Background: an optimization exercise with open tools, aiming at small area. Do not read the settings as production practice. The RTL was checked by simulation tests, not by an equivalence proof against the original design. Power figures rest on the tool's default switching activity, not on a simulated workload.

**flow/run.sh**
```bash
#!/bin/bash
# synth_recipe.tcl (not shown) runs the flow's synth.tcl, then flattens the netlist and writes it again
# the make line also repeats each setting of config.mk as NAME=value (left out here)
make -C /OpenROAD-flow-scripts/flow DESIGN_CONFIG=/design/flow/config.mk WORK_HOME=/design/flow/orfs CLKGATE_MAP_FILE= SYNTH_SCRIPT=/design/flow/synth_recipe.tcl finish
```
**flow/config.mk**
```make
export PLATFORM = sky130hd
export DESIGN_NAME = debug_controller
export DESIGN_NICKNAME = debug_controller
export VERILOG_FILES = /design/flow/design.v
export SDC_FILE = /design/flow/constraint.sdc
export NUM_CORES = 4
export LEC_CHECK = 0
export CAP_MARGIN = 20
export CORE_MARGIN = 2
export CORE_UTILIZATION = 40
export SLEW_MARGIN = 20
```
**flow/constraint.sdc**
```tcl
create_clock -name core_clock -period 7.0 [get_ports {clk}]
set_input_delay 1.4000 -clock core_clock [delete_from_list [all_inputs] [get_ports {clk}]]
set_output_delay 1.4000 -clock core_clock [all_outputs]
set_load 0.01 [all_outputs]
```
**flow/design.v**
```verilog
`timescale 1ns / 1ps
module uart_rx #(parameter CLKS_PER_BIT=-1)(
    input        i_Clock,
    input        i_Rst,
    input        i_Rx_Serial,
    output       o_Rx_DV,
    output [7:0] o_Rx_Byte
);
    localparam CNT_SIZE = $clog2(CLKS_PER_BIT);   
    localparam s_IDLE         = 3'b000;
    localparam s_RX_START_BIT = 3'b001;
    localparam s_RX_DATA_BITS = 3'b010;
    localparam s_RX_STOP_BIT  = 3'b011;
    localparam s_CLEANUP      = 3'b100;
    reg r_Rx_Data_R;
    reg r_Rx_Data;
    logic [CNT_SIZE-1:0]  r_Clock_Count;
    logic [2:0]           r_Bit_Index;  
    logic [7:0]           r_Rx_Byte;
    logic                 r_Rx_DV;
    logic [2:0]           r_SM_Main;
    always_ff @(posedge i_Clock) begin
        if (i_Rst) begin
            r_Rx_Data_R <= 1'b1;
            r_Rx_Data   <= 1'b1;
        end
        else begin
            r_Rx_Data_R <= i_Rx_Serial;
            r_Rx_Data   <= r_Rx_Data_R;
        end
    end
    always_ff @(posedge i_Clock) begin
      if (i_Rst) begin
        r_Clock_Count <= 0;
        r_Bit_Index   <= 0;
        r_Rx_Byte     <= 0;
        r_Rx_DV       <= 0;
        r_SM_Main     <= 0;
      end
      else begin
        case (r_SM_Main)
            s_IDLE: begin
                r_Rx_DV       <= 1'b0;
                r_Clock_Count <= 0;
                r_Bit_Index   <= 0;
                if (r_Rx_Data == 1'b0)
                    r_SM_Main <= s_RX_START_BIT;
                else
                    r_SM_Main <= s_IDLE;
            end  
            s_RX_START_BIT: begin
                if (r_Clock_Count == (CLKS_PER_BIT-1)/2) begin
                    if (r_Rx_Data == 1'b0)
                    begin
                        r_Clock_Count <= 0;   
                        r_SM_Main     <= s_RX_DATA_BITS;
                    end
                    else
                        r_SM_Main <= s_IDLE;
                end
                else begin
                    r_Clock_Count <= r_Clock_Count + 1;
                    r_SM_Main     <= s_RX_START_BIT;
                end
            end  
            s_RX_DATA_BITS: begin
                if (r_Clock_Count < CLKS_PER_BIT-1) begin
                    r_Clock_Count <= r_Clock_Count + 1;
                    r_SM_Main     <= s_RX_DATA_BITS;
                end
                else begin
                    r_Clock_Count          <= 0;
                    r_Rx_Byte[r_Bit_Index] <= r_Rx_Data;
                    if (r_Bit_Index < 7) begin
                        r_Bit_Index <= r_Bit_Index + 1;
                        r_SM_Main   <= s_RX_DATA_BITS;
                    end
                    else begin
                        r_Bit_Index <= 0;
                        r_SM_Main   <= s_RX_STOP_BIT;
                    end
                end  
            end  
            s_RX_STOP_BIT: begin
                if (r_Clock_Count < CLKS_PER_BIT-1) begin
                    r_Clock_Count <= r_Clock_Count + 1;
                    r_SM_Main     <= s_RX_STOP_BIT;
                end
                else begin
                    r_Rx_DV       <= 1'b1;
                    r_Clock_Count <= 0;
                    r_SM_Main     <= s_CLEANUP;
                end
            end  
            s_CLEANUP: begin
                r_SM_Main <= s_IDLE;
                r_Rx_DV   <= 1'b0;
            end  
            default: r_SM_Main <= s_IDLE;
        endcase  
      end
    end  
    assign o_Rx_DV   = r_Rx_DV;
    assign o_Rx_Byte = r_Rx_Byte;
endmodule  
`timescale 1ns / 1ps
module uart_rx_word #(
    parameter CLK_RATE = -1,            
    parameter BAUD = -1,                
    parameter IB_TIMEOUT = 200          
    )(
    input clk,
    input rst,
    input srx,
    output ready,   
    output [31:0] rx_word
    );
    localparam TIMEOUT_CLKS = CLK_RATE * IB_TIMEOUT * 1000;
    enum logic [0:0] {
        WAIT_RX_BYTE,
        OUTPUT_WORD
    } state;
    logic [$clog2(TIMEOUT_CLKS+1)-1:0] timeout_counter;
    logic [1:0] num_bytes_recvd;
    logic [23:0] r_rx_bytes;   
    logic [31:0] r_rx_word;   
    wire rx_byte_ready;
    wire [7:0] rx_byte;
    uart_rx #(.CLKS_PER_BIT(CLK_RATE*1_000_000/BAUD)) uart_rx(
        .i_Clock(clk),
        .i_Rst(rst),
        .i_Rx_Serial(srx),
        .o_Rx_DV(rx_byte_ready),
        .o_Rx_Byte(rx_byte)
    );
    assign rx_word = r_rx_word;
    assign ready = (state == OUTPUT_WORD);
    always_ff @(posedge clk) begin
        if (rst) begin
            state <= WAIT_RX_BYTE;
            timeout_counter <= 0;
            num_bytes_recvd <= 0;
            r_rx_bytes <= 0;
            r_rx_word <= 0;
        end
        else begin
            case (state)
                WAIT_RX_BYTE: begin
                    if (rx_byte_ready) begin
                        if (num_bytes_recvd == 3) begin   
                            r_rx_word <= {r_rx_bytes, rx_byte};   
                            num_bytes_recvd <= 0;
                            state <= OUTPUT_WORD;
                        end
                        else begin
                            num_bytes_recvd <= num_bytes_recvd + 1;
                        end
                        r_rx_bytes <= {r_rx_bytes[15:0], rx_byte};   
                        timeout_counter <= 0;
                    end
                    else if (timeout_counter == TIMEOUT_CLKS) begin
                        num_bytes_recvd <= 0;   
                    end
                    else begin
                        timeout_counter <= timeout_counter + 1;
                    end
                end
                OUTPUT_WORD: begin   
                    state <= WAIT_RX_BYTE;
                end
                default:
                    state <= WAIT_RX_BYTE;
            endcase
        end
    end
endmodule
`timescale 1ns / 1ps
module uart_tx #(parameter CLKS_PER_BIT = -1)(
    input        i_Clock,
    input        i_Rst,
    input        i_Tx_DV,
    input [7:0]  i_Tx_Byte,
    output       o_Tx_Active,
    output logic o_Tx_Serial,
    output       o_Tx_Done
);
    localparam CNT_SIZE = $clog2(CLKS_PER_BIT);   
    localparam s_IDLE         = 3'b000;
    localparam s_TX_START_BIT = 3'b001;
    localparam s_TX_DATA_BITS = 3'b010;
    localparam s_TX_STOP_BIT  = 3'b011;
    localparam s_CLEANUP      = 3'b100;
    logic [2:0]           r_SM_Main;
    logic [CNT_SIZE-1:0]  r_Clock_Count;
    logic [2:0]           r_Bit_Index;
    logic [7:0]           r_Tx_Data;
    logic                 r_Tx_Done;
    logic                 r_Tx_Active;
    always_ff @(posedge i_Clock) begin
      if (i_Rst) begin
        o_Tx_Serial   <= 1'b1;
        r_SM_Main     <= 0;
        r_Clock_Count <= 0;
        r_Bit_Index   <= 0;
        r_Tx_Data     <= 0;
        r_Tx_Done     <= 0;
        r_Tx_Active   <= 0;
      end
      else begin
        case (r_SM_Main)
            s_IDLE: begin
                o_Tx_Serial   <= 1'b1;          
                r_Tx_Done     <= 1'b0;
                r_Clock_Count <= 0;
                r_Bit_Index   <= 0;
                if (i_Tx_DV == 1'b1) begin
                    r_Tx_Active <= 1'b1;
                    r_Tx_Data   <= i_Tx_Byte;
                    r_SM_Main   <= s_TX_START_BIT;
                end
                else
                    r_SM_Main <= s_IDLE;
            end  
            s_TX_START_BIT: begin
                o_Tx_Serial <= 1'b0;
                if (r_Clock_Count < CLKS_PER_BIT-1) begin
                    r_Clock_Count <= r_Clock_Count + 1;
                    r_SM_Main     <= s_TX_START_BIT;
                end
                else begin
                    r_Clock_Count <= 0;
                    r_SM_Main     <= s_TX_DATA_BITS;
                end
            end  
            s_TX_DATA_BITS: begin
                o_Tx_Serial <= r_Tx_Data[r_Bit_Index];
                if (r_Clock_Count < CLKS_PER_BIT-1) begin
                    r_Clock_Count <= r_Clock_Count + 1;
                    r_SM_Main     <= s_TX_DATA_BITS;
                end
                else begin
                    r_Clock_Count <= 0;
                    if (r_Bit_Index < 7) begin
                        r_Bit_Index <= r_Bit_Index + 1;
                        r_SM_Main   <= s_TX_DATA_BITS;
                    end
                    else begin
                        r_Bit_Index <= 0;
                        r_SM_Main   <= s_TX_STOP_BIT;
                    end
                end
            end  
            s_TX_STOP_BIT: begin
                o_Tx_Serial <= 1'b1;
                if (r_Clock_Count < CLKS_PER_BIT-1) begin
                    r_Clock_Count <= r_Clock_Count + 1;
                    r_SM_Main     <= s_TX_STOP_BIT;
                end
                else begin
                    r_Tx_Done     <= 1'b1;
                    r_Clock_Count <= 0;
                    r_SM_Main     <= s_CLEANUP;
                    r_Tx_Active   <= 1'b0;
                end
            end  
            s_CLEANUP: begin
                r_Tx_Done <= 1'b1;
                r_SM_Main <= s_IDLE;
            end
            default: r_SM_Main <= s_IDLE;
        endcase  
      end
    end  
    assign o_Tx_Active = r_Tx_Active;
    assign o_Tx_Done   = r_Tx_Done;
endmodule  
`timescale 1ns / 1ps
module uart_tx_word #(
    parameter CLK_RATE = -1,   
    parameter BAUD = -1    
    )(
    input clk,
    input rst,
    input start,   
    input [31:0] tx_word,
    output stx,
    output idle    
    );
    enum logic [1:0] {
        IDLE,
        WAIT_START,
        INIT_TX_BYTE,
        WAIT_TX_BYTE
    } state;
    logic [1:0] sending_byte_num;
    logic [31:0] r_tx_word;
    wire byte_start;
    wire byte_busy;
    uart_tx #(.CLKS_PER_BIT(CLK_RATE*1_000_000/BAUD)) uart_tx(
        .i_Clock(clk),
        .i_Rst(rst),
        .i_Tx_DV(byte_start),
        .i_Tx_Byte(r_tx_word[31:24]),
        .o_Tx_Active(byte_busy),
        .o_Tx_Serial(stx),
        .o_Tx_Done()
    );
    assign byte_start = (state == INIT_TX_BYTE);
    assign idle = (state == IDLE);
    always_ff @(posedge clk) begin
        if (rst) begin
            state <= IDLE;
            sending_byte_num <= 0;
            r_tx_word <= 0;
        end
        else begin
            case (state)
                IDLE: begin
                    if (start) begin
                        r_tx_word <= tx_word;
                        sending_byte_num <= 0;
                        state <= WAIT_START;
                    end
                end
                WAIT_START: begin
                    if (!byte_busy) begin
                        state <= INIT_TX_BYTE;
                    end
                end
                INIT_TX_BYTE: begin
                    state <= WAIT_TX_BYTE;
                end
                WAIT_TX_BYTE: begin
                    if (!byte_busy) begin
                        if (sending_byte_num == 3) begin
                            sending_byte_num <= 0;
                            state <= IDLE;
                        end
                        else begin
                            r_tx_word <= {r_tx_word[23:0], 8'd0};   
                            sending_byte_num <= sending_byte_num + 1;
                            state <= INIT_TX_BYTE;
                        end
                    end
                end
            endcase
        end
    end
endmodule
`timescale 1ns / 1ps
module serial_driver #(
    parameter CLK_RATE = 50,   
    parameter BAUD = 115200,   
    parameter TIMEOUT = 200    
    )(
    input logic             clk,
    input logic             reset,
    input logic             srx,
    output logic            stx,
    input logic              ctrlr_busy,
    input logic       [31:0] d_rd,
    input logic       [1:0]  error,
    output logic [3:0]  cmd,
    output logic [31:0] addr,
    output logic [31:0] d_in,
    output logic        out_valid
);
    localparam PROGRAM        = 4'h000F;
    localparam FN_MEM_WR_WORD = 4'h000C;
    localparam TIMEOUT_COUNT  = TIMEOUT*CLK_RATE*'d1000;
    logic [31:0] l_rx_word;
    logic l_rx_ready;
    uart_rx_word #(.CLK_RATE(CLK_RATE), .BAUD(BAUD)) rx(
        .clk(clk),
        .srx(srx),
        .rst(reset),
        .ready(l_rx_ready),
        .rx_word(l_rx_word)
    );
    logic [31:0] r_tx_word;
    logic r_tx_start;  
    logic l_tx_idle;
    uart_tx_word #(.CLK_RATE(CLK_RATE), .BAUD(BAUD)) tx(
        .clk(clk),
        .rst(reset),
        .start(r_tx_start),
        .tx_word(r_tx_word),
        .stx(stx),
        .idle(l_tx_idle)
    );
    typedef enum logic [3:0] {
        S_WAIT_CMD,
        S_ECHO_CMD,
        S_WAIT_ADDR,
        S_ECHO_ADDR,
        S_WAIT_DATA,
        S_ECHO_DATA,
        S_CTRLR,
        S_SEND_DATA,
        S_SEND_ERROR,
        S_PROG_RCV,
        S_PROG_WR
    } STATE;
    STATE r_ps;
    logic [31:0] r_addr, r_d_in;
    logic [3:0] r_cmd;
    logic r_out_valid;
    logic [31:0] r_time;
    assign out_valid = r_out_valid;
    assign cmd = r_cmd;
    assign d_in = r_d_in;
    assign addr = r_addr;
    always_ff @(posedge clk) begin
      if (reset) begin
        r_ps        <= S_WAIT_CMD;
        r_tx_start  <= 0;
        r_tx_word   <= 0;
        r_out_valid <= 0;
        r_time      <= 0;
        r_addr      <= 0;
        r_d_in      <= 0;
        r_cmd       <= 0;
      end
      else begin
        case(r_ps)
            S_WAIT_CMD: begin
                if (l_rx_ready) begin
                    if (l_rx_word[3:0] == PROGRAM) begin
                        r_ps  <= S_PROG_RCV;
                        r_cmd <= FN_MEM_WR_WORD;
                        r_addr <= 0;
                    end
                    else begin
                        r_cmd <= l_rx_word[3:0];
                        r_ps <= S_ECHO_CMD;
                        r_tx_start <= 1;
                        r_tx_word <= {28'b0, l_rx_word[3:0]};
                    end
                end
            end  
            S_ECHO_CMD: begin
                r_tx_start <= 0;
                if (l_tx_idle && !r_tx_start) begin
                    r_ps <= S_WAIT_ADDR;
                end
            end  
            S_WAIT_ADDR: begin
                r_time <= r_time + 1;
                if (l_rx_ready) begin
                    r_addr <= l_rx_word;
                    r_ps <= S_ECHO_ADDR;
                    r_tx_start <= 1;
                    r_tx_word <= l_rx_word;
                    r_time <= 0;
                end
                else if (r_time > TIMEOUT_COUNT) begin
                    r_time <= 0;
                    r_ps <= S_WAIT_CMD;
                end
            end  
            S_ECHO_ADDR: begin
                r_tx_start <= 0;
                if (l_tx_idle && !r_tx_start) begin
                    r_ps <= S_WAIT_DATA;
                end
            end  
            S_WAIT_DATA: begin
                r_time <= r_time + 1;
                if (l_rx_ready) begin
                    r_d_in <= l_rx_word;
                    r_ps <= S_ECHO_DATA;
                    r_tx_start <= 1;
                    r_tx_word <= l_rx_word;
                    r_time <= 0;
                end
                else if (r_time > TIMEOUT_COUNT) begin
                    r_time <= 0;
                    r_ps <= S_WAIT_CMD;
                end
            end  
            S_ECHO_DATA: begin
                r_tx_start <= 0;
                if (l_tx_idle && !r_tx_start) begin
                    r_ps <= S_CTRLR;
                    r_out_valid <= 1;
                end
            end  
            S_CTRLR: begin
                r_out_valid <= 0;
                if (!ctrlr_busy && !r_out_valid) begin
                    r_ps <= S_SEND_DATA;
                    r_tx_word <= d_rd;
                    r_tx_start <= 1;
                end
            end  
            S_SEND_DATA: begin
                r_tx_start <= 0;
                if (l_tx_idle && !r_tx_start) begin
                    r_ps <= S_SEND_ERROR;
                    r_tx_word <= error;
                    r_tx_start <= 1;
                end
            end  
            S_SEND_ERROR: begin
                r_tx_start <= 0;
                if (l_tx_idle && !r_tx_start) begin
                    r_ps <= S_WAIT_CMD;
                end
            end
            S_PROG_RCV: begin
                if (l_rx_ready) begin
                    r_d_in <= l_rx_word;
                    r_out_valid <= 1;
                    r_time <= 0;
                    r_ps <= S_PROG_WR;
                end
                else if (r_time >= TIMEOUT_COUNT) begin
                    r_time     <= 0;
                    r_ps       <= S_WAIT_CMD;
                end
                else begin
                    r_time <= r_time + 1;
                end
            end
            S_PROG_WR: begin
                r_out_valid <= 0;
                r_addr <= r_addr + 4;
                r_ps <= S_PROG_RCV;
            end
        endcase  
      end
    end  
endmodule  
`timescale 1ns / 1ps
module controller_fsm #(
    parameter CLK_RATE = 50,     
    parameter TIMEOUT  = 200    
    )(
    input logic clk,
    input logic rst,
    input logic [3:0] cmd,
    input logic [31:0] addr,
    input logic in_valid,
    input logic [31:0] pc,
    input logic mcu_busy,
    output logic pause,
    output logic reset,
    output logic resume,
    output logic out_valid,
    output logic reg_rd,
    output logic mem_rd,
    output logic reg_wr,
    output logic mem_wr,
    output logic [1:0] mem_size,
    output logic ctrlr_busy,
    output logic error
);
    localparam FN_NONE         = 4'h0;
    localparam FN_PAUSE        = 4'h1;
    localparam FN_RESUME       = 4'h2;
    localparam FN_STEP         = 4'h3;
    localparam FN_RESET        = 4'h4;
    localparam FN_STATUS       = 4'h5;
    localparam FN_MEM_RD_BYTE  = 4'h6;
    localparam FN_MEM_RD_WORD  = 4'h7;
    localparam FN_REG_RD       = 4'h8;
    localparam FN_BR_PT_ADD    = 4'h9;
    localparam FN_BR_PT_RM     = 4'hA;
    localparam FN_MEM_WR_BYTE  = 4'hB;
    localparam FN_MEM_WR_WORD  = 4'hC;
    localparam FN_REG_WR       = 4'hD;
    localparam TIMEOUT_COUNT  = TIMEOUT*CLK_RATE*'d1000;
    logic r_mcu_paused;
    logic r_ctrlr_busy;
    assign ctrlr_busy = (r_ctrlr_busy || in_valid);
    logic [31:0] r_time;
    localparam MAX_BREAK_PTS = 8;
    logic [32:0] break_pts[MAX_BREAK_PTS];
    logic l_bp_hit;
    logic r_bp_en;
    localparam S_IDLE = 1'b0;
    localparam S_WAIT = 1'b1;
    logic r_ps;
    always_comb begin
        l_bp_hit = 0;
        for (int i = 0; i < MAX_BREAK_PTS; i++) begin
            if ((break_pts[i][32] == 1) && (break_pts[i][31:0] == pc)) begin
                l_bp_hit = 1;
            end
        end
    end
    logic       l_bp_free;
    logic [2:0] l_bp_slot;
    always_comb begin
        l_bp_free = 0;
        l_bp_slot = 0;
        for (int i = MAX_BREAK_PTS-1; i >= 0; i--) begin
            if (break_pts[i][32] == 0) begin
                l_bp_free = 1;
                l_bp_slot = i[2:0];
            end
        end
    end
    always_ff @(posedge clk) begin
      if (rst) begin
        pause        <= 0;
        reset        <= 0;
        resume       <= 0;
        out_valid    <= 0;
        reg_rd       <= 0;
        mem_rd       <= 0;
        reg_wr       <= 0;
        mem_wr       <= 0;
        mem_size     <= 2;
        error        <= 0;
        r_mcu_paused <= 0;
        r_ctrlr_busy <= 0;
        r_time       <= 0;
        r_bp_en      <= 1;
        r_ps         <= S_IDLE;
        for (int i = 0; i < MAX_BREAK_PTS; i++) begin
            break_pts[i] <= 0;
        end
      end
      else begin
        case(r_ps)
            S_IDLE: begin
                if (in_valid) begin
                    r_ctrlr_busy <= 1;
                    case(cmd)
                        FN_PAUSE: begin
                            pause        <= 1;
                            out_valid    <= 1;
                            r_mcu_paused <= 1;
                            r_ps         <= S_WAIT;
                        end
                        FN_RESUME: begin
                            resume       <= 1;
                            out_valid    <= 1;
                            r_bp_en      <= 1;
                            r_mcu_paused <= 0;
                            r_ps         <= S_WAIT;
                        end
                        FN_RESET: begin
                            reset        <= 1;
                            out_valid    <= 1;
                            r_mcu_paused <= 0;
                            r_ps         <= S_IDLE;
                        end
                        FN_BR_PT_ADD: begin
                            r_ps <= S_IDLE;
                            if (l_bp_free) begin
                                break_pts[l_bp_slot][31:0] <= addr;
                                break_pts[l_bp_slot][32]   <= 1'b1;
                            end
                        end
                        FN_BR_PT_RM: begin
                            r_ps <= S_IDLE;
                            if (addr < MAX_BREAK_PTS)
                                break_pts[addr[2:0]][32] <= 0;
                        end
                        FN_MEM_RD_WORD: begin
                            mem_rd    <= 1;
                            mem_size  <= 2;
                            out_valid <= 1;
                            r_ps      <= S_WAIT;
                        end
                        FN_MEM_WR_WORD: begin
                            mem_wr    <= 1;
                            mem_size  <= 2;
                            out_valid <= 1;
                            r_ps      <= S_WAIT;
                        end
                        FN_MEM_RD_BYTE: begin
                            mem_rd    <= 1;
                            mem_size  <= 0;
                            out_valid <= 1;
                            r_ps      <= S_WAIT;
                        end
                        FN_MEM_WR_BYTE: begin
                            mem_wr    <= 1;
                            mem_size  <= 0;
                            out_valid <= 1;
                            r_ps      <= S_WAIT;
                        end
                        FN_REG_RD: begin
                            reg_rd    <= 1;
                            out_valid <= 1;
                            r_ps      <= S_WAIT;
                        end
                        FN_REG_WR: begin
                            reg_wr    <= 1;
                            out_valid <= 1;
                            r_ps      <= S_WAIT;
                        end
                        default: begin
                            reg_wr    <= 0;
                            mem_wr    <= 0;
                        end
                    endcase  
                end  
                else if (!r_mcu_paused && l_bp_hit && r_bp_en) begin
                    pause        <= 1;
                    out_valid    <= 1;
                    r_mcu_paused <= 1;
                    r_bp_en      <= 0;
                    r_ps         <= S_WAIT;
                end
                else begin
                    pause        <= 0;
                    resume       <= 0;
                    reset        <= 0;
                    mem_rd       <= 0;
                    mem_wr       <= 0;
                    reg_rd       <= 0;
                    reg_wr       <= 0;
                    out_valid    <= 0;
                    r_ctrlr_busy <= 0;
                    r_ps         <= S_IDLE;
                end
            end  
            S_WAIT: begin
                out_valid <= 0;
                r_time <= r_time + 1;
                if (!mcu_busy) begin
                    pause        <= 0;
                    resume       <= 0;
                    reset        <= 0;
                    mem_rd       <= 0;
                    mem_wr       <= 0;
                    reg_rd       <= 0;
                    reg_wr       <= 0;
                    error        <= 0;
                    r_time       <= 0;
                    r_ps         <= S_IDLE;
                end
                else if (r_time > TIMEOUT_COUNT) begin
                    error        <= 1;
                    r_time       <= 0;
                    r_ps         <= S_IDLE;
                end
            end
        endcase  
      end
    end  
endmodule  
`timescale 1ns / 1ps
module debug_controller #(
    parameter BAUD = 625000,  
    parameter CLK_RATE = 10,  
    parameter TIMEOUT  = 1    
    )(
    input logic clk,
    input logic rst,
    input logic srx,
    output logic stx,
    input logic [31:0] pc,
    input logic mcu_busy,
    input logic [31:0] d_rd,
    input logic error,
    output logic [31:0] d_in,
    output logic [31:0] addr,
    output logic pause,
    output logic resume,
    output logic reset,
    output logic reg_rd,
    output logic reg_wr,
    output logic mem_rd,
    output logic mem_wr,
    output logic [1:0] mem_size,
    output logic valid
);
    localparam ERR_TIMEOUT = 2;
    localparam ERR_MCU = 1;
    localparam ERR_NONE = 0;
    logic l_ctrlr_busy, l_serial_valid, l_ctrlr_error;
    logic [3:0] r_cmd;
    logic [31:0] r_addr, r_d_in;
    logic [3:0] l_cmd;
    logic [31:0] l_addr, l_d_in;
    logic [1:0] r_ec;
    assign addr = l_addr;
    assign d_in = l_d_in;
    always_ff @(posedge clk) begin
      if (rst) begin
        r_ec <= ERR_NONE;
      end
      else begin
        if (l_serial_valid) begin
            r_cmd <= l_cmd;
            r_addr <= l_addr;
            r_d_in <= l_d_in;
            r_ec <= ERR_NONE;
        end
        if (l_ctrlr_error) begin
            r_ec <= ERR_TIMEOUT;
        end
        if (error) begin
            r_ec <= ERR_MCU;
        end
      end
    end
    serial_driver #(
        .BAUD(BAUD),
        .CLK_RATE(CLK_RATE),
        .TIMEOUT(TIMEOUT)
    ) serial(
        .clk(clk),
        .reset(rst),
        .srx(srx),
        .error(r_ec),
        .ctrlr_busy(l_ctrlr_busy),
        .d_rd(d_rd),
        .stx(stx),
        .cmd(l_cmd),
        .addr(l_addr),
        .d_in(l_d_in),
        .out_valid(l_serial_valid)
    );
    controller_fsm #(
        .CLK_RATE(CLK_RATE),
        .TIMEOUT(TIMEOUT)
    ) fsm(
        .clk(clk),
        .rst(rst),
        .cmd(l_cmd),
        .addr(l_addr),
        .in_valid(l_serial_valid),
        .pc(pc),
        .mcu_busy(mcu_busy),
        .pause(pause),
        .reset(reset),
        .resume(resume),
        .reg_rd(reg_rd),
        .reg_wr(reg_wr),
        .mem_rd(mem_rd),
        .mem_wr(mem_wr),
        .mem_size(mem_size),
        .out_valid(valid),
        .error(l_ctrlr_error),
        .ctrlr_busy(l_ctrlr_busy)
    );
endmodule  
```
==> metrics list <==
- Class of the tightest hold or removal check: register to register
* Result of the run: no timing/DRC/antenna violations
- From left edge to right edge, the die measures 270 um.
- Once the clock tree was built, the resizer swapped 0 gates to a different size.
- Routability-driven placement finished with a final weighted congestion of 0.899.
- Worst Hold Path EP: serial.rx.uart_rx.r_Rx_Data
* Hold path startpoint: serial.rx.uart_rx.r_Rx_Data_R
* Number of vias in the routed layout: 21800
* Largest fanout on the critical path: 112
- Number of library cell types mapped by synthesis: 84
- Via-to-Cell Ratio: 5.54
- The die is 270 um tall.
- Post-synthesis instance total: 2913
- The later pin in the worst-skew pair is clocked with a latency of 0.62 ns.
- Largest net degree at the start of global routing: 113
- In this run the power density over the cells is 255 mW/mm2.
- After global routing the overflow that remains totals 0.
- Netlist area before placement: 0.0284 mm2
- Remaining routing DRC violations: 0
- Worst slew slack as a fraction of its limit: 0.284
* Pre-Repair DR Iteration Count: 5
- Area enclosed by the die boundary: 0.0731 mm2
* Fraction of layout cells with a size suffix above 1: 0.0630
* Part of the Yosys area used for sequential elements: 0.521
- Max-cap viol count: 0
* DPL Wire Length: 57500 um
- The cell sitting at the root of the clock tree is a sky130_fd_sc_hd__clkbuf_16.
- After the first detailed-routing iteration, the DRC count stood at 2118.
- Post-CTS setup buffer count: 0
- The region available for standard cell placement spans 0.0701 mm2.
* Beginning of the worst register-to-register path: serial.r_addr[3]
- Std-Cell Rows: 97
- The worst register-to-register path has a setup slack of 2.69 ns.
- Final Slew Violations: 0
- Leaving out fill and tap cells, the most frequent cell in the layout is sky130_fd_sc_hd__dfxtp_1.
- The top cell types in the final layout, fill and taps aside, are sky130_fd_sc_hd__dfxtp_1 (343), sky130_fd_sc_hd__nand2_1 (311), sky130_fd_sc_hd__nor2_1 (267), sky130_fd_sc_hd__edfxtp_1 (264), sky130_fd_sc_hd__and2_1 (246).
- At the end of the flow, the number of nets in the layout was 3049.
- Counting every sink on the clock net gives 607.
- Flip-flop cell with the highest count after synthesis: sky130_fd_sc_hd__dfxtp_1
- Maximum buffer depth of the clock tree: 3
- After routing, the total negative slack on setup checks comes to 0 ns.
- Count of hold-fix buffers inserted at cts: 0
* Number of buffers added on ports: 142
- Count of pins on the block boundary: 144
- In this run the static leakage power is 11.2 nW.
- Registers take 0.0148 mm2.
* Flops & latches, synth: 607
- IR analysis of the VDD net gives a maximum drop of 0.129 mV.
* Filler instances: 6628
* Area of combinational cells with multiple inputs: 0.0126 mm2
* Clock period minus worst slack: 4.36 ns
- The final number of hold-violating endpoints came to 0.
- Data on the critical path arrives at its endpoint at 4.57 ns.
- Once detail routing completed, the nets flagged for antenna violations numbered 0.
- Startpoint kind of the worst setup timing path: input pin
- By startpoint and endpoint, the worst setup path is classified as input pin to register.
* Number of cells traversed by the worst register-to-register path: 7
- Final critical-path share of the clock period: 0.623
- TritonCTS Buffers: 67
- Including well taps, the total number of placed cells is 3830.
- Data on the critical path is required at its endpoint by 7.21 ns.
- Compared with the post-synthesis result, the final layout area differs by 14.4%.
* Slew at the pin closest to its max-slew limit: 1.07 ns
* Synthesized netlist net count: 3002
- Averaged over all synthesized cells, the footprint is 9.75 um2.
- The worst setup path is captured at a register.
* Count of warnings emitted by yosys: 7
* Avg WL per Cell: 22.3 um
- Unrepaired setup endpoints after global routing: no
* TritonCTS clock tree: yes
* Clock slew seen by the registers of the worst setup and hold paths: 0.06 ns
* Wire length after detailed routing: 87700 um
* Global-route wire length before repair: 130000 um
- Static timing analysis puts the maximum clock frequency at 229 MHz.
- The initial utilization of the core area, before any placement, comes to 0.405.
- Share of synthesized flip-flops with an asynchronous set or reset: 0
* Initial antenna violation count: 5
- Clock skew on the completed layout was measured at 0.0420 ns.
* Count of flip-flops with a built-in enable after synthesis: 264
* Antenna diode count: 0
- Terminus of the critical flop-to-flop path: fsm.break_pts[5][25]
- Util after Layout: 0.463
* Cell Count, Final, Fillers Out: 3942
- In the global route stage, overall resource usage came out at 0.235.
- Setup violations remaining at the end of the flow were counted as 0.
- Vias in the first global route: 21100
- Along the worst hold path, the cell count comes to 1.
* # H-tree levels: 3
==> worst max-delay path by stage <==
stage / start / end / slack (ns) / cells past startpoint
detailed placement: rst / fsm.break_pts[5][27] / 2.04 / 8
floorplan: rst / fsm.break_pts[0][0] / 1.64 / 8
finish: rst / fsm.break_pts[5][25] / 2.64 / 8
global placement: pc[27] / fsm.reg_wr / 2.18 / 9
CTS: rst / fsm.break_pts[5][8] / 2.68 / 8
global route: rst / fsm.break_pts[5][9] / 2.42 / 8
==> cell type report <==
| class | count | share of cell area |
|---|---|---|
| repair buffers | 189 | 0.0550 |
| flip-flops and latches | 607 | 0.455 |
| well taps | 940 | 0.0362 |
| multi-input cells | 2061 | 0.389 |
| clock inverters | 18 | 0.00277 |
| inverters | 34 | 0.00393 |
| clock buffers | 93 | 0.0575 |
==> synthesized netlist by cell type, drive strengths merged, types with 7 or more instances <==
master,instances,area share
ha,20,0.0088
nor3b,7,0.0019
mux2i,29,0.010
a211oi,66,0.017
nand3,70,0.012
or3,15,0.0035
dfxtp,343,0.24
edfxtp,264,0.28
o21ai,74,0.013
nor4,75,0.017
nor3,64,0.012
a221oi,8,0.0025
and2,246,0.054
xor2,233,0.072
and3,33,0.0073
inv,32,0.0042
nand4,53,0.012
a22oi,42,0.011
nand3b,17,0.0045
clkbuf,133,0.018
a31oi,20,0.0044
nor2,276,0.037
buf,78,0.017
nand2b,12,0.0026
nand2,313,0.041
a21oi,202,0.036
xnor2,96,0.030
or2,8,0.0018
o31ai,7,0.0019
==> critical path, cell delays in order <==
cell and delay [ns]:
sky130_fd_sc_hd__clkbuf_8 0.32, sky130_fd_sc_hd__inv_1 0.22, sky130_fd_sc_hd__nand4_2 0.18, sky130_fd_sc_hd__nor3_4 0.41, sky130_fd_sc_hd__a311oi_1 0.13, sky130_fd_sc_hd__a21oi_1 0.19, sky130_fd_sc_hd__nand2_1 0.58, sky130_fd_sc_hd__o21ai_4 1.06
==> state kept, by name (all words and copies together), names as in the netlist, 3 cells and up <==
register                         cells
serial.r_cmd                         4
serial.r_ps                          4
serial.rx.r_rx_bytes                24
serial.tx.uart_tx.r_Bit_Index        3
fsm.r_time                          32
serial.tx.uart_tx.r_SM_Main          3
serial.r_d_in                       32
serial.tx.uart_tx.r_Tx_Data          8
serial.rx.timeout_counter           21
serial.tx.r_tx_word                 32
serial.rx.r_rx_word                 32
serial.r_addr                       32
serial.r_tx_word                    32
serial.rx.uart_rx.r_Bit_Index        3
serial.tx.uart_tx.r_Clock_Count      4
serial.r_time                       32
fsm.break_pts                      264
serial.rx.uart_rx.r_Clock_Count      4
serial.rx.uart_rx.r_Rx_Byte          8
serial.rx.uart_rx.r_SM_Main          3
==> logic make-up (layout without fill, tap and decap cells) <==
| kind of cell | count (synthesis) | after routing | synth area share |
|---|---|---|---|
| and+or+nand+nor | 1212 | 1212 | 0.215 |
| DFF | 607 | 607 | 0.521 |
| AOI/OAI and AO/OA | 467 | 467 | 0.102 |
| xor gates and xnor gates | 329 | 329 | 0.101 |
| buffers and inverters | 245 | 334 | 0.0392 |
| muxes | 32 | 32 | 0.0122 |
| adders and majority gates | 20 | 20 | 0.00881 |
| other | 1 | 1 | 0.000132 |
==> where the power goes <==
part	switching (mW)	leakage, nW	internal (mW)	total, mW
logic	0.629	4.72	0.344	0.973
clock network	1.41	0.966	1.85	3.26
registers	0.156	5.50	3.89	4.04
total	2.19	11.2	6.08	8.28
==> per-stage QoR <==
step / instance area [um2] / hold WS [ns] / worst slack [ns] / total power, mW
2_1_floorplan: 28400 / 0.389 / 1.64 / 4.78
3_3_place_gp: 30500 / 0.399 / 2.18 / 5.05
3_5_place_dp: 30500 / 0.400 / 2.04 / 5.08
4_1_cts: 32400 / 0.429 / 2.68 / 8.32
5_1_grt: 32500 / 0.435 / 2.42 / 8.59
6_report: 32500 / 0.425 / 2.64 / 8.28
==> per-layer routing <==
metal / track usage / up-vias / wire length [um]
li1: - / 10200 / -
met1: 0.304 / 10600 / 36100
met2: 0.380 / 839 / 40900
met3: 0.0499 / 195 / 7080
met4: 0.0957 / 2 / 3620
met5: 0 / - / 13

-- static timing again, ports no longer ideal --
How much do the figures lean on ideal ports? The routed layout below was timed once more, with nothing changed but the port constraints. Step 1, drivers: a clkbuf_16 drives clk and a buf_2 each remaining input, both assumed. Step 2 times the ports against the registers' clock, not the clock port: input delays grow and output delays shrink by t, the midpoint of the rising clock arrivals with the driver on. Slacks: ideal ports / drivers / drivers and shift; pairs: ideal ports / drivers.
t, ns: 0.659
setup slack, ns: 2.638 / 2.644 / 1.985
worst setup path after step 2: input to register
worst data-port slew with drivers (ns): 0.07
pins driven straight from the clock port: 1
After both steps this run still meets setup and hold. For this run, drivers alone change the setup slack by +0.006 ns; drivers and shift together by -0.653 ns.
